Background: an optimization exercise with open tools, aiming at small area, a short achievable clock period and few clock cycles per item. Do not read the settings as production practice.
At most, simulation tests tie the RTL to the original design; equivalence was not proved.
Function not checked in run 1: the RTL went through the layout flow alone.

## flow/design.v (module list and top-level ports; edited modules follow where they fit)
// module mult_benc: 8 lines
// module mult_enc: 4 lines
// module mult_ao: 3 lines
// module mult_fa: 4 lines
// module mult_fx: 6 lines
// module mult_x2: 3 lines
// module mult_mj: 3 lines
// module mult_ha: 4 lines
// module mult_pc_nnnnt: 6 lines
// module mult_pc_nnttn: 6 lines
// module mult_pc_ttnnt: 6 lines
// module mult_pc_ttttn: 6 lines
// module mult: 1212 lines
module mult(
  input  reset,
  input  clk,
  input  [31:0] a_in,
  input  [31:0] b_in,
  input  start,
  output logic [63:0] product,
  output logic done);
  // ...
==> flow/flow/run.sh <==
#!/bin/bash
set -euo pipefail
export BUFFER_PORTS_ARGS="-buffer_cell sky130_fd_sc_hd__buf_4"
bash standard.sh > standard_flow.log 2>&1
==> flow/standard.sh <==
#!/bin/bash
# synth_recipe.tcl (not shown) runs the flow's synth.tcl, then flattens the netlist and writes it again
# the make line also repeats each setting of config.mk as NAME=value (left out here)
make -C /OpenROAD-flow-scripts/flow DESIGN_CONFIG=/design/flow/config.mk WORK_HOME=/design/flow/orfs CLKGATE_MAP_FILE= SYNTH_SCRIPT=/design/flow/synth_recipe.tcl "${@:-finish}"
==> flow/config.mk <==
export PLATFORM = sky130hd
export DESIGN_NAME = mult
export DESIGN_NICKNAME = mult
export VERILOG_FILES = /design/flow/design.v
export SDC_FILE = /design/flow/constraint.sdc
export NUM_CORES = 4
export LEC_CHECK = 0
export CAP_MARGIN = 20
export CORE_MARGIN = 2
export CORE_UTILIZATION = 60
export GPL_TIMING_DRIVEN = 0
export PLACE_DENSITY = 0.75
export SLEW_MARGIN = 20
export SYNTH_HIERARCHICAL = 1
==> flow/constraint.sdc <==
create_clock -name core_clock -period 3.5 [get_ports {clk}]
set_input_delay 0.7000 -clock core_clock [delete_from_list [all_inputs] [get_ports {clk}]]
set_output_delay 0.7000 -clock core_clock [all_outputs]
set_load 0.01 [all_outputs]
==> metrics.yaml, run 1 <==
outcome: "finished with violations"
checkFailReasons: "setup timing"
clk_latency_ns: 0.45
cts_setup_buffers: 23
postLayoutCoreUtil_pct: 73.2
syn-instance-count: 1939
largest_register_ffs: 64
fp.dieArea_um2: 30700
dp.cells: 2455
fin_skew_ns: 0.0225
ant_nets: 0
crit_path_frequent_cell: "a21oi_4"
path_buf_inv: 4
seq_cells: 160
max_freq_mhz: 284
multi_input_area_um2: 14300
crit_path_max_incr_delay_ns: 0.34
crit_fanout: 8
grt-ovfl-total: 0
syn2layout_area_growth_pct: 19.9
finalSetupViolCount: 1
multi_input_gates: 1570
area_dominant_class: "multi-input gates"
fillers: 2120
gp_congestion: 0.951
vias: 15000
ios: 132
drive_gt1_share_pct: 28.4
start_kind: "register"
worst_slack_ns: -0.0193
cts_tree: "done"
slew_headroom_pct: 57.3
ff2ff_path_depth: 11
fin_nets: 2370
final_common_cell: "xor2_1"
layout.nonclk_buf_share_pct: 9.81
dpl.hpwl_um: 38800
ctsResizeCount: 82
grt_util_met1_pct: 37.5
==> module mult_benc, before the edit <==
module mult_benc(input x2, input x1, input x0, input e1, input e2, input en,
                 input s, output one, output two, output neg);
  logic b1, b2;
  mult_enc u_enc (.x2(x2), .x1(x1), .x0(x0), .one(b1), .two(b2));
  mult_ao u_a1 (.s(s), .x(b1), .e(e1), .y(one));
  mult_ao u_a2 (.s(s), .x(b2), .e(e2), .y(two));
  mult_ao u_a3 (.s(s), .x(x2), .e(en), .y(neg));
endmodule
==> run 2, diff against run 1 <==
--- a/flow/design.v
+++ b/flow/design.v
@@ -1,22 +1,22 @@
 module mult_benc(input x2, input x1, input x0, input e1, input e2, input en,
-                 input s, output one, output two, output neg);
+                 input g, output one, output two, output neg);
   logic b1, b2;
   mult_enc u_enc (.x2(x2), .x1(x1), .x0(x0), .one(b1), .two(b2));
-  mult_ao u_a1 (.s(s), .x(b1), .e(e1), .y(one));
-  mult_ao u_a2 (.s(s), .x(b2), .e(e2), .y(two));
-  mult_ao u_a3 (.s(s), .x(x2), .e(en), .y(neg));
+  mult_mux u_m1 (.s(g), .a(b1), .b(e1), .y(one));
+  mult_mux u_m2 (.s(g), .a(b2), .b(e2), .y(two));
+  mult_mux u_m3 (.s(g), .a(x2), .b(en), .y(neg));
 endmodule
 module mult_enc(input x2, input x1, input x0, output one, output two);
   assign one = x1 ^ x0;
   assign two = (x2 & ~x1 & ~x0) | (~x2 & x1 & x0);
 endmodule
-module mult_ao(input s, input x, input e, output y);
-  assign y = e | (s & x);
+module mult_mux(input s, input a, input b, output y);
+  assign y = s ? b : a;
 endmodule
 module mult_fa(input a, input b, input c, output s, output co);
   assign s  = a ^ b ^ c;
   assign co = (a & b) | (a & c) | (b & c);
 endmodule
 module mult_fx(input a, input b, input c, output s, output co);
   logic t;
   mult_x2 u_x0 (.a(a), .b(b), .y(t));
@@ -60,48 +60,56 @@
 module mult(
   input  reset,
   input  clk,
   input  [31:0] a_in,
   input  [31:0] b_in,
   input  start,
   output logic [63:0] product,
   output logic done);
-  logic p1, m, g;
+  logic p1, m;
+  logic [8:0] g;
   logic [63:0] s_reg, c_reg;
   logic [11:0] b_reg;                   
   logic [5:0] eone, etwo, eneg;         
   logic [5:0] none, ntwo, nneg;
   logic [5:0] ng, ns;
   logic [63:0] accs, accc;
   always_ff @(posedge clk, negedge reset)
     if (~reset) begin
       p1 <= 1'b0;
       m  <= 1'b0;
-      g  <= 1'b0;
     end else begin
-      p1 <= start & ~g;
-      m  <= (start & ~g) | p1;
-      g  <= (start & ~g) | m;
+      p1 <= start & ~g[8];
+      m  <= (start & ~g[8]) | p1;
     end
-  assign done = g & ~m;
   genvar j;
+  generate
+    for (j = 0; j <= 8; j = j + 1) begin : g_g
+      always_ff @(posedge clk, negedge reset)
+        if (~reset)
+          g[j] <= 1'b0;
+        else
+          g[j] <= (start & ~g[j]) | m;
+    end
+  endgenerate
+  assign done = g[8] & ~m;
   always_ff @(posedge clk)
     b_reg <= b_in[11:0];
   logic [12:0] nf;
   assign nf = p1 ? {b_reg, 1'b0} : b_in[23:11];
   generate
     for (j = 0; j < 6; j = j + 1) begin : g_enc
       assign none[j] = nf[2*j+1] ^ nf[2*j];
       assign ntwo[j] = (nf[2*j+2] & ~nf[2*j+1] & ~nf[2*j]) | (~nf[2*j+2] & nf[2*j+1] & nf[2*j]);
       assign nneg[j] = nf[2*j+2];
     end
   endgenerate
   always_ff @(posedge clk) begin
-    if ((start & ~g) | p1) begin
+    if ((start & ~g[8]) | p1) begin
       eone <= none;
       etwo <= ntwo;
       eneg <= nneg;
     end else begin
       eone <= 6'b0;
       etwo <= 6'b0;
       eneg <= 6'b0;
     end
@@ -115,30 +123,30 @@
   logic [32:0] pp2;
   logic [1:0] one2, two2, neg2;
   logic [32:0] pp3;
   logic [1:0] one3, two3, neg3;
   logic [32:0] pp4;
   logic [1:0] one4, two4, neg4;
   logic [32:0] pp5;
   logic [1:0] one5, two5, neg5;
-  mult_benc u_benc0_0 (.x2(sf[2]), .x1(sf[1]), .x0(sf[0]), .e1(eone[0]), .e2(etwo[0]), .en(eneg[0]), .s(start), .one(one0[0]), .two(two0[0]), .neg(neg0[0]));
-  mult_benc u_benc0_1 (.x2(sf[2]), .x1(sf[1]), .x0(sf[0]), .e1(eone[0]), .e2(etwo[0]), .en(eneg[0]), .s(start), .one(one0[1]), .two(two0[1]), .neg(neg0[1]));
+  mult_benc u_benc0_0 (.x2(sf[2]), .x1(sf[1]), .x0(sf[0]), .e1(eone[0]), .e2(etwo[0]), .en(eneg[0]), .g(g[8]), .one(one0[0]), .two(two0[0]), .neg(neg0[0]));
+  mult_benc u_benc0_1 (.x2(sf[2]), .x1(sf[1]), .x0(sf[0]), .e1(eone[0]), .e2(etwo[0]), .en(eneg[0]), .g(g[8]), .one(one0[1]), .two(two0[1]), .neg(neg0[1]));
   assign ng[0] = neg0[0];
   assign ns[0] = ~neg0[1];
-  mult_benc u_benc1_0 (.x2(sf[4]), .x1(sf[3]), .x0(sf[2]), .e1(eone[1]), .e2(etwo[1]), .en(eneg[1]), .s(start), .one(one1[0]), .two(two1[0]), .neg(neg1[0]));
-  mult_benc u_benc1_1 (.x2(sf[4]), .x1(sf[3]), .x0(sf[2]), .e1(eone[1]), .e2(etwo[1]), .en(eneg[1]), .s(start), .one(one1[1]), .two(two1[1]), .neg(neg1[1]));
+  mult_benc u_benc1_0 (.x2(sf[4]), .x1(sf[3]), .x0(sf[2]), .e1(eone[1]), .e2(etwo[1]), .en(eneg[1]), .g(g[8]), .one(one1[0]), .two(two1[0]), .neg(neg1[0]));
+  mult_benc u_benc1_1 (.x2(sf[4]), .x1(sf[3]), .x0(sf[2]), .e1(eone[1]), .e2(etwo[1]), .en(eneg[1]), .g(g[8]), .one(one1[1]), .two(two1[1]), .neg(neg1[1]));
   assign ng[1] = neg1[0];
   assign ns[1] = ~neg1[1];
-  mult_benc u_benc2_0 (.x2(sf[6]), .x1(sf[5]), .x0(sf[4]), .e1(eone[2]), .e2(etwo[2]), .en(eneg[2]), .s(start), .one(one2[0]), .two(two2[0]), .neg(neg2[0]));
-  mult_benc u_benc2_1 (.x2(sf[6]), .x1(sf[5]), .x0(sf[4]), .e1(eone[2]), .e2(etwo[2]), .en(eneg[2]), .s(start), .one(one2[1]), .two(two2[1]), .neg(neg2[1]));
+  mult_benc u_benc2_0 (.x2(sf[6]), .x1(sf[5]), .x0(sf[4]), .e1(eone[2]), .e2(etwo[2]), .en(eneg[2]), .g(g[8]), .one(one2[0]), .two(two2[0]), .neg(neg2[0]));
+  mult_benc u_benc2_1 (.x2(sf[6]), .x1(sf[5]), .x0(sf[4]), .e1(eone[2]), .e2(etwo[2]), .en(eneg[2]), .g(g[8]), .one(one2[1]), .two(two2[1]), .neg(neg2[1]));
   assign ng[2] = neg2[0];
   assign ns[2] = ~neg2[1];
-  mult_benc u_benc3_0 (.x2(sf[8]), .x1(sf[7]), .x0(sf[6]), .e1(eone[3]), .e2(etwo[3]), .en(eneg[3]), .s(start), .one(one3[0]), .two(two3[0]), .neg(neg3[0]));
-  mult_benc u_benc3_1 (.x2(sf[8]), .x1(sf[7]), .x0(sf[6]), .e1(eone[3]), .e2(etwo[3]), .en(eneg[3]), .s(start), .one(one3[1]), .two(two3[1]), .neg(neg3[1]));
+  mult_benc u_benc3_0 (.x2(sf[8]), .x1(sf[7]), .x0(sf[6]), .e1(eone[3]), .e2(etwo[3]), .en(eneg[3]), .g(g[8]), .one(one3[0]), .two(two3[0]), .neg(neg3[0]));
+  mult_benc u_benc3_1 (.x2(sf[8]), .x1(sf[7]), .x0(sf[6]), .e1(eone[3]), .e2(etwo[3]), .en(eneg[3]), .g(g[8]), .one(one3[1]), .two(two3[1]), .neg(neg3[1]));
   assign ng[3] = neg3[0];
   assign ns[3] = ~neg3[1];
   assign one4[0] = eone[4];
   assign two4[0] = etwo[4];
   assign neg4[0] = eneg[4];
   assign one4[1] = eone[4];
   assign two4[1] = etwo[4];
   assign neg4[1] = eneg[4];
@@ -165,18 +173,32 @@
   assign pp5[16:0]  = (({a_in[16:0]} & {17{one5[0]}}) | ({a_in[15:0], 1'b0} & {17{two5[0]}})) ^ {17{neg5[0]}};
   assign pp5[32:17] = (({1'b0, a_in[31:17]} & {16{one5[1]}}) | ({a_in[31:16]} & {16{two5[1]}})) ^ {16{neg5[1]}};
   logic [63:0] sh_s, sh_c, init_s;
   assign sh_s = {s_reg[51:0], 12'b0};
   assign sh_c = {c_reg[51:0], 12'b0};
   assign init_s = 64'h0000005555555600;
   logic [63:0] c_init;
   assign c_init = {24'b0, a_in & {32{b_in[31]}}, 8'b0};
-  assign accs = start ? init_s : sh_s;
-  assign accc = start ? c_init : sh_c;
+  assign accs[14:0] = g[0] ? sh_s[14:0] : init_s[14:0];
+  assign accc[14:0] = g[0] ? sh_c[14:0] : c_init[14:0];
+  assign accs[21:15] = g[1] ? sh_s[21:15] : init_s[21:15];
+  assign accc[21:15] = g[1] ? sh_c[21:15] : c_init[21:15];
+  assign accs[28:22] = g[2] ? sh_s[28:22] : init_s[28:22];
+  assign accc[28:22] = g[2] ? sh_c[28:22] : c_init[28:22];
+  assign accs[35:29] = g[3] ? sh_s[35:29] : init_s[35:29];
+  assign accc[35:29] = g[3] ? sh_c[35:29] : c_init[35:29];
+  assign accs[42:36] = g[4] ? sh_s[42:36] : init_s[42:36];
+  assign accc[42:36] = g[4] ? sh_c[42:36] : c_init[42:36];
+  assign accs[49:43] = g[5] ? sh_s[49:43] : init_s[49:43];
+  assign accc[49:43] = g[5] ? sh_c[49:43] : c_init[49:43];
+  assign accs[56:50] = g[6] ? sh_s[56:50] : init_s[56:50];
+  assign accc[56:50] = g[6] ? sh_c[56:50] : c_init[56:50];
+  assign accs[63:57] = g[7] ? sh_s[63:57] : init_s[63:57];
+  assign accc[63:57] = g[7] ? sh_c[63:57] : c_init[63:57];
   logic t1, t2;
   logic t3, t4;
   logic t5, t6;
   logic t7, t8;
   logic t9, t10;
   logic t11, t12;
   logic t13, t14;
   logic t15, t16;
==> run 2 against run 1 <==
Now clean on timing, DRC and antenna. Fmax up 1.9%. Area after synthesis up 2.2%. Global-route usage down 0.37 points. Flip-flop and latch count up 8. Clock-buffer cell count up 2. Register-to-register slack worse by 0.08 ns. Critical path type unchanged.
==> metrics.yaml, run 2 <==
core_um2: 29600
cts.htree.levels: 4
fillers: 2283  # +7.7%
grt-ovfl-total: 0  # unchanged
r2r-end: "c_reg[15]"
root_buffer: "clkbuf_16"
cts_made_buffers: 17
final_common_cell: "xor2_1"
crit_required_ns: 2.80
synth_area_um2: 18000
antennaDiodeCount: 0
arrival_ns: 2.75
rows: 63
finalSetupViolCount: 0  # -1
drive_gt1_share_pct: 28.6  # +0.26 points
first_pass_iters: 6
totalWireLength_um: 51700
start_util_pct: 60.8
regToRegStartpoint: "g[8]"
pre_cts_ws_ns: -0.908
hold_viol: 0
grt_max_degree: 17
critPathSlowestCell: "dfxtp_1"
vias: 15000  # -0.31%
crit_fanout: 5  # -3
fin_nets: 2326  # -1.9%
drc: 0
post-route-min-period_ns: 3.45
outcome: "finished clean"
reg2reg_slack_ns: 0.07
largest_register_ffs: 64  # unchanged
ios: 132  # unchanged
max_freq_mhz: 289  # +1.9%
endpoint: "product[47]"
ff2ff_path_depth: 10  # -1
grt_pass1_wl_um: 79000
dpl.hpwl_um: 39000  # +0.72%
gp_congestion: 0.997  # +4.9%
syn-mean-instance-area_um2: 9.36
yosysWarnings: 7
clk_latency_ns: 0.46  # about the same
drt_iter0_markers: 919
final.setup.tns_ns: 0
path_clk_slew_ns: 0.07
cts_sinks: 168
crit_path_max_incr_delay_ns: 0.40  # +0.06 ns
cts_tree: "done"
viasPerCell: 5.99
syn-instance-count: 1918  # -1.1%
syn-num-nets: 2148
fp.dieW_um: 177
ant_nets: 0  # unchanged
antenna_found_initial: 0
crit_start: "c_reg[4]"
grt_pass1_vias: 15000
track_usage_pct: 32.5
final_cell_mix: "xor2_1 (301), xnor2_1 (217), a22oi_1 (186)"
crit_type: "reg2out"
crit_chain: "ha_4 > nand2_1 > nor2_2 > a21oi_4 > buf_12 > o21ai_4 > buf_12 > a21oi_4 > buf_12 > buf_12 > inv_1 > a21o_1 > xor2_1 > buf_4"
postLayoutCoreUtil_pct: 71.6  # -1.6 points
die_height_um: 177
syn2layout_area_growth_pct: 17.8
avgRoutedWirePerCell_um: 20.7
start_kind: "register"
cts-hold-fix-buffers: 0
fin_skew_ns: 0.0163  # -0.00624 ns
port-buffer-count: 131
period_share_pct: 98.7
layout.cells.non_filler: 2499
min_path_type: "in2async"
crit_path_frequent_cell: "buf_12"
slew_viol_final: 0
slew_headroom_pct: 55.3  # -2.0 points
worstMarginPinSlew_ns: 0.670
fp.dieArea_um2: 31300  # +2.1%
end_kind: "primary output"
clockBufferDepth: 2
drv_cap: 0
worst_slack_ns: 0.0453  # +0.0646 ns
dp.cells: 2440  # -0.61%
## run 2: changes by cell type in the layout (fill, tap and decap cells not counted), sizes merged, moves of 14 or more
cell | before | now
a21o | 63 | 47
mux2 | 2 | 26
nand2b | 10 | 27
inv | 99 | 80
nand2 | 120 | 105
and2 | 1 | 67
nor2b | 88 | 31
a22o | 2 | 25
or2 | 15 | 1
o21ai | 81 | 59
clkbuf | 96 | 79
## run 2: per-layer routing
metal	share of wire [%]	GRT usage [%]	routed length, um
met1	38	36.1	19400
met3	5.3	4.10	2720
met2	51	59.2	26300
met5	0	0	0
met4	6.2	19.4	3210
## run 2: how the worst min path moves through the flow
| stage | start | endpoint | slack, ns |
|---|---|---|---|
| 4_1_cts | reset | g[4] | 0.07 |
| 3_3_place_gp | b_reg[0] | etwo[0] | 0.42 |
| 6_report | reset | g[4] | 0.08 |
| 2_1_floorplan | reset | g[0] | 0.40 |
| 5_1_grt | reset | p1 | 0.09 |
| 3_5_place_dp | b_reg[0] | etwo[0] | 0.44 |
## run 2: cell type report
| class | instances | area (um2) | share of cell area (%) |
|---|---|---|---|
| Clock buffer | 20 | 447 | 2.11 |
| Sequential cell | 168 | 3450 | 16.3 |
| Timing Repair Buffer | 179 | 1490 | 7.03 |
| Inverter | 74 | 278 | 1.31 |
| Multi-Input combinational cell | 1568 | 14500 | 68.3 |
| Tap cell | 390 | 488 | 2.31 |
| Clock inverter | 12 | 110 | 0.520 |
| Buffer | 88 | 449 | 2.12 |
## run 2: critical path: cells and delay by family (launching register included)
| kind | cells | cell delay, ns |
|---|---|---|
| buffers and inverters | 6 | 0.71 |
| DFF | 1 | 0.40 |
| and+or+nand+nor | 2 | 0.20 |
| AOI/OAI and AO/OA | 4 | 0.57 |
| adders and majority gates | 1 | 0.24 |
| xor gates and xnor gates | 1 | 0.18 |
## run 2: what timing repair did
action                                 4_1_cts  5_1_grt
setup endpoints to repair                   99       76
buffers inserted                            24       23
gates cloned                                 2        0
gates resized for setup                     76      117
endpoints found under the hold margin        0        0
pin swaps                                   20       39
## run 2: metrics by stage
stage	hold WS [ns]	area [um2]
finish	0.0808	21200
global route	0.0874	21200
CTS	0.0713	20600
detailed placement	0.437	19500
global placement	0.424	19500
floorplan	0.404	18000
Testbench counts of run 2, summed over its fixed seeds: cycles 9,600, items 2,400.

[afterwards: timing with drivers on the ports]
The flow's constraints put no driver on any port. The routed layouts listed below were extracted and timed again, unchanged, in two steps. Step 1 sets driving cells, clkbuf_16 on the clock port and buf_2 on the other inputs (assumed; they add their load-dependent delay and slew). Step 2, shift: input delay + t, output delay - t, t = (earliest + latest rising clock arrival at the registers) / 2. This alone moves slack from input paths to output paths. Three values: no drivers, after step 1, after step 2; two values: the first two.
| run | t (ns) | setup slack, ns | worst setup path after step 2 | latest minus earliest clock arrival (ns) | worst register clock-pin slew, ns |
|---|---|---|---|---|---|
| run 1 | 0.492 | -0.019 / -0.074 / -0.428 | input to register | 0.023 / 0.023 | 0.09 / 0.09 |
| run 2 | 0.506 | 0.045 / -0.010 / -0.403 | input to register | 0.016 / 0.016 | 0.08 / 0.08 |
With both steps, setup timing fails in run 2, where it was met with ideal ports. The setup slack of run 2, which loses most, moves by -0.055 ns with the drivers and by -0.448 ns with both steps.
